This is an optimization exercise on Yosys and OpenROAD, whose aim is small area, not a production implementation.
Function was checked by simulation only, so behaviour that the tests miss may differ from the original.
The clock input has no modelled driver; a real chip could not lean on it and would need a root buffer or a full tree.
Power figures rest on the tool's default switching activity, not on a simulated workload.

## Top_basys3
module Top_basys3(
  input  logic        clk,
  input  logic        btnC,
  input  logic        btnU,
  input  logic [2:0]  sw,
  output logic [3:0]  an,
  output logic [6:0]  seg,
  output logic        dp
);
Settings: LEC_CHECK=0, CAP_MARGIN=0, CORE_MARGIN=2, CORE_UTILIZATION=40, CTS_BUF_LIST=sky130_fd_sc_hd__clkbuf_4, PLACE_DENSITY=0.6, SLEW_MARGIN=0; clock period 6.0 ns.
standard.sh (not shown) runs the stock make flow with config.mk's settings and CLKGATE_MAP_FILE= SYNTH_SCRIPT=/design/flow/synth_recipe.tcl, a recipe that flattens the netlist after the stock synthesis.
==> flow/flow/run.sh <==
#!/bin/bash
# Own flow: the standard synthesis, then an area re-mapping of its
# combinational logic (registers untouched, rounds of ABC runs, smallest
# kept), then the standard layout with minimum-size port buffers and a
# small clock tree without dummy loads whose root buffer is then
# removed (flow/clock_tree.tcl).
set -euo pipefail
HERE=$PWD
RES=$HERE/orfs/results/$FLOW_PLATFORM/Top_basys3/base
LIB=$FLOW_HOME/platforms/$FLOW_PLATFORM/lib/sky130_fd_sc_hd__tt_025C_1v80.lib
YOSYS=$(command -v yosys || echo $FLOW_HOME/../tools/install/yosys/bin/yosys)

bash standard.sh $RES/1_2_yosys.v > $HERE/std_synth.log 2>&1
cp $RES/1_2_yosys.v $HERE/std_netlist.v

mkdir -p $HERE/reopt
run_one() {
  local n=$1 script=$2 netin=$3
  echo "$script" > $HERE/reopt/r$n.abc
  sed -e "s|LIBFILE|$LIB|g" -e "s|NETIN|$netin|" -e "s|NETOUT|$HERE/reopt/r$n.v|" \
      -e "s|ABCSCRIPT|$HERE/reopt/r$n.abc|" -e "s|AREAFILE|$HERE/reopt/r$n.area|" \
      flow/reopt.ys > $HERE/reopt/r$n.ys
  timeout 600 $YOSYS -s $HERE/reopt/r$n.ys > $HERE/reopt/r$n.log 2>&1 || true
}
area_of() { grep -oP "Chip area for module .*: \K[0-9.]+" $1 2>/dev/null || true; }
# Rounds of 8 ABC runs (deepsyn with seeds 1-8, or new seeds after a round
# without a gain); each round starts
# from the smallest netlist so far. Stop after 3 rounds without a gain,
# or after 8 rounds.
best=$HERE/std_netlist.v; bestA=1e18; stale=0
for round in 1 2 3 4 5 6 7 8; do
  start=$best; prevA=$bestA
  for S in 1 2 3 4 5 6 7 8; do
    run_one ${round}_$S "strash; &get -n; &deepsyn -T 20 -S $(( stale * 8 + S )); &put; dch -f; amap" $start &
    if (( S % 4 == 0 )); then wait; fi
  done
  wait
  for S in 1 2 3 4 5 6 7 8; do
    A=$(area_of $HERE/reopt/r${round}_$S.area)
    [[ -z "$A" ]] && continue
    if python3 -c "import sys; sys.exit(0 if $A < $bestA else 1)"; then bestA=$A; best=$HERE/reopt/r${round}_$S.v; fi
  done
  echo "round $round best: $best $bestA" | tee -a $HERE/reopt/choice.txt
  if [[ "$bestA" == "$prevA" ]]; then stale=$((stale+1)); else stale=0; fi
  (( stale < 3 )) || break
done
[[ "$best" != "$HERE/std_netlist.v" ]] || exit 1
cp $best $RES/1_2_yosys.v
touch $RES/1_2_yosys.v $RES/1_2_yosys.sdc
bash standard.sh "BUFFER_PORTS_ARGS=-buffer_cell sky130_fd_sc_hd__buf_1" \
  "CTS_ARGS=-buf_list sky130_fd_sc_hd__clkbuf_4 -sink_clustering_enable -sink_clustering_size 20 -sink_clustering_max_diameter 300 -dont_use_dummy_load -repair_clock_nets" \
  "POST_CTS_TCL=$HERE/flow/clock_tree.tcl" \
  finish > $HERE/std_layout.log 2>&1
Other scripts of this flow, unchanged in this note and not shown: flow/flow/clock_tree.tcl, flow/flow/reopt.ys
The first run produced a clean layout.
==> next run, changes <==
==> flow/flow/run.sh (replaced) <==
#!/bin/bash
# Own flow: the standard synthesis, then an area re-mapping of its
# combinational logic (registers untouched, several ABC runs, smallest
# kept), then the standard layout with minimum-size port buffers and a
# small clock tree without dummy loads whose root buffer is then
# removed (flow/clock_tree.tcl).
set -euo pipefail
HERE=$PWD
RES=$HERE/orfs/results/$FLOW_PLATFORM/Top_basys3/base
LIB=$FLOW_HOME/platforms/$FLOW_PLATFORM/lib/sky130_fd_sc_hd__tt_025C_1v80.lib
YOSYS=$(command -v yosys || echo $FLOW_HOME/../tools/install/yosys/bin/yosys)

bash standard.sh $RES/1_2_yosys.v > $HERE/std_synth.log 2>&1
cp $RES/1_2_yosys.v $HERE/std_netlist.v

mkdir -p $HERE/reopt
run_one() {
  local n=$1 script=$2
  echo "$script" > $HERE/reopt/r$n.abc
  sed -e "s|LIBFILE|$LIB|g" -e "s|NETIN|$HERE/std_netlist.v|" -e "s|NETOUT|$HERE/reopt/r$n.v|" \
      -e "s|ABCSCRIPT|$HERE/reopt/r$n.abc|" -e "s|AREAFILE|$HERE/reopt/r$n.area|" \
      flow/reopt.ys > $HERE/reopt/r$n.ys
  timeout 600 $YOSYS -s $HERE/reopt/r$n.ys > $HERE/reopt/r$n.log 2>&1 || true
}
i=0
for S in 1 2 3 4 5 6 7 8; do
  for M in "amap"; do
    i=$((i+1))
    run_one $i "strash; &get -n; &deepsyn -T 20 -S $S; &put; dch -f; $M" &
    if (( i % 4 == 0 )); then wait; fi
  done
done
wait
best=""; bestA=1e18
for a in $HERE/reopt/r*.area; do
  A=$(grep -oP "Chip area for module .*: \K[0-9.]+" $a || true)
  [[ -z "$A" ]] && continue
  if python3 -c "import sys; sys.exit(0 if $A < $bestA else 1)"; then bestA=$A; best=${a%.area}.v; fi
done
echo "best: $best $bestA" | tee $HERE/reopt/choice.txt
[[ -n "$best" ]] || exit 1
cp $best $RES/1_2_yosys.v
touch $RES/1_2_yosys.v $RES/1_2_yosys.sdc
bash standard.sh "BUFFER_PORTS_ARGS=-buffer_cell sky130_fd_sc_hd__buf_1" \
  "CTS_ARGS=-buf_list sky130_fd_sc_hd__clkbuf_4 -sink_clustering_enable -sink_clustering_size 20 -sink_clustering_max_diameter 300 -dont_use_dummy_load -repair_clock_nets" \
  "POST_CTS_TCL=$HERE/flow/clock_tree.tcl" \
  finish > $HERE/std_layout.log 2>&1
Settings changed: CAP_MARGIN 0 to 20, SLEW_MARGIN 0 to 20.
Outcome: The changed run finished with timing, DRC and antenna clean. Power falls by 1.6%. Clock skew increases by 6.7 ps. Routed wire length is lower by 1.6%. Non-clock buffer count came out lower by 1.
==> next run, changes <==
--- a/flow/flow/run.sh
+++ b/flow/flow/run.sh
@@ -3,2 +3,2 @@
-# combinational logic (registers untouched, several ABC runs, smallest
-# kept), then the standard layout with minimum-size port buffers and a
+# combinational logic (registers untouched, three rounds of ABC runs,
+# smallest kept), then the standard layout with minimum-size port buffers and a
@@ -18 +18 @@
-  local n=$1 script=$2
+  local n=$1 script=$2 netin=$3
@@ -20 +20 @@
-  sed -e "s|LIBFILE|$LIB|g" -e "s|NETIN|$HERE/std_netlist.v|" -e "s|NETOUT|$HERE/reopt/r$n.v|" \
+  sed -e "s|LIBFILE|$LIB|g" -e "s|NETIN|$netin|" -e "s|NETOUT|$HERE/reopt/r$n.v|" \
@@ -25,6 +25,9 @@
-i=0
-for S in 1 2 3 4 5 6 7 8; do
-  for M in "amap"; do
-    i=$((i+1))
-    run_one $i "strash; &get -n; &deepsyn -T 20 -S $S; &put; dch -f; $M" &
-    if (( i % 4 == 0 )); then wait; fi
+area_of() { grep -oP "Chip area for module .*: \K[0-9.]+" $1 2>/dev/null || true; }
+# Three rounds of 8 ABC runs (deepsyn with different seeds); each round
+# starts from the smallest netlist so far.
+best=$HERE/std_netlist.v; bestA=1e18
+for round in 1 2 3; do
+  start=$best
+  for S in 1 2 3 4 5 6 7 8; do
+    run_one ${round}_$S "strash; &get -n; &deepsyn -T 20 -S $S; &put; dch -f; amap" $start &
+    if (( S % 4 == 0 )); then wait; fi
@@ -31,0 +35,7 @@
+  wait
+  for S in 1 2 3 4 5 6 7 8; do
+    A=$(area_of $HERE/reopt/r${round}_$S.area)
+    [[ -z "$A" ]] && continue
+    if python3 -c "import sys; sys.exit(0 if $A < $bestA else 1)"; then bestA=$A; best=$HERE/reopt/r${round}_$S.v; fi
+  done
+  echo "round $round best: $best $bestA" | tee -a $HERE/reopt/choice.txt
@@ -33,9 +43 @@
-wait
-best=""; bestA=1e18
-for a in $HERE/reopt/r*.area; do
-  A=$(grep -oP "Chip area for module .*: \K[0-9.]+" $a || true)
-  [[ -z "$A" ]] && continue
-  if python3 -c "import sys; sys.exit(0 if $A < $bestA else 1)"; then bestA=$A; best=${a%.area}.v; fi
-done
-echo "best: $best $bestA" | tee $HERE/reopt/choice.txt
-[[ -n "$best" ]] || exit 1
+[[ "$best" != "$HERE/std_netlist.v" ]] || exit 1
Result: Via count fell by 4.2%; total power climbs by 1.0%; sequential share of layout area rises by 0.29 points; first-iteration DRC count went up by 83%; global-route usage went up by 0.15 points; synthesized area shrinks by 0.74%; design area shrinks by 0.67%; critical path depth goes up by 2; sequential cell count does not change; worst setup slack improved by 80 ps.

port drivers added, routing unchanged:
Ports are ideal in the flow. The routed layouts listed here were re-timed in OpenROAD. Step 1 assumes that a clkbuf_16 drives the clock port and a buf_2 every other input. Step 2 moves the port delays by t, midway between the first and last clock arrival at a register: inputs arrive t later, outputs are due t later. That takes back most of the time a late clock gives input paths. Slacks: ideal ports / drivers / drivers and shift; pairs: ideal ports / drivers.
run	shift t [ns]	setup WS [ns]	clock arrival spread, ns	worst register clock-pin slew, ns	pins driven straight from the clock port
the first run	0.196	0.784 / 0.765 / 0.765	0.022 / 0.023	0.10 / 0.10	4
the second run	0.199	1.363 / 1.340 / 1.340	0.028 / 0.029	0.11 / 0.11	4
the third run	0.199	1.443 / 1.421 / 1.421	0.029 / 0.028	0.12 / 0.12	4
After both steps setup and hold are still met in every run listed. The setup slack of the second run, which loses most, moves by -0.023 ns with the drivers and by -0.023 ns with both steps.
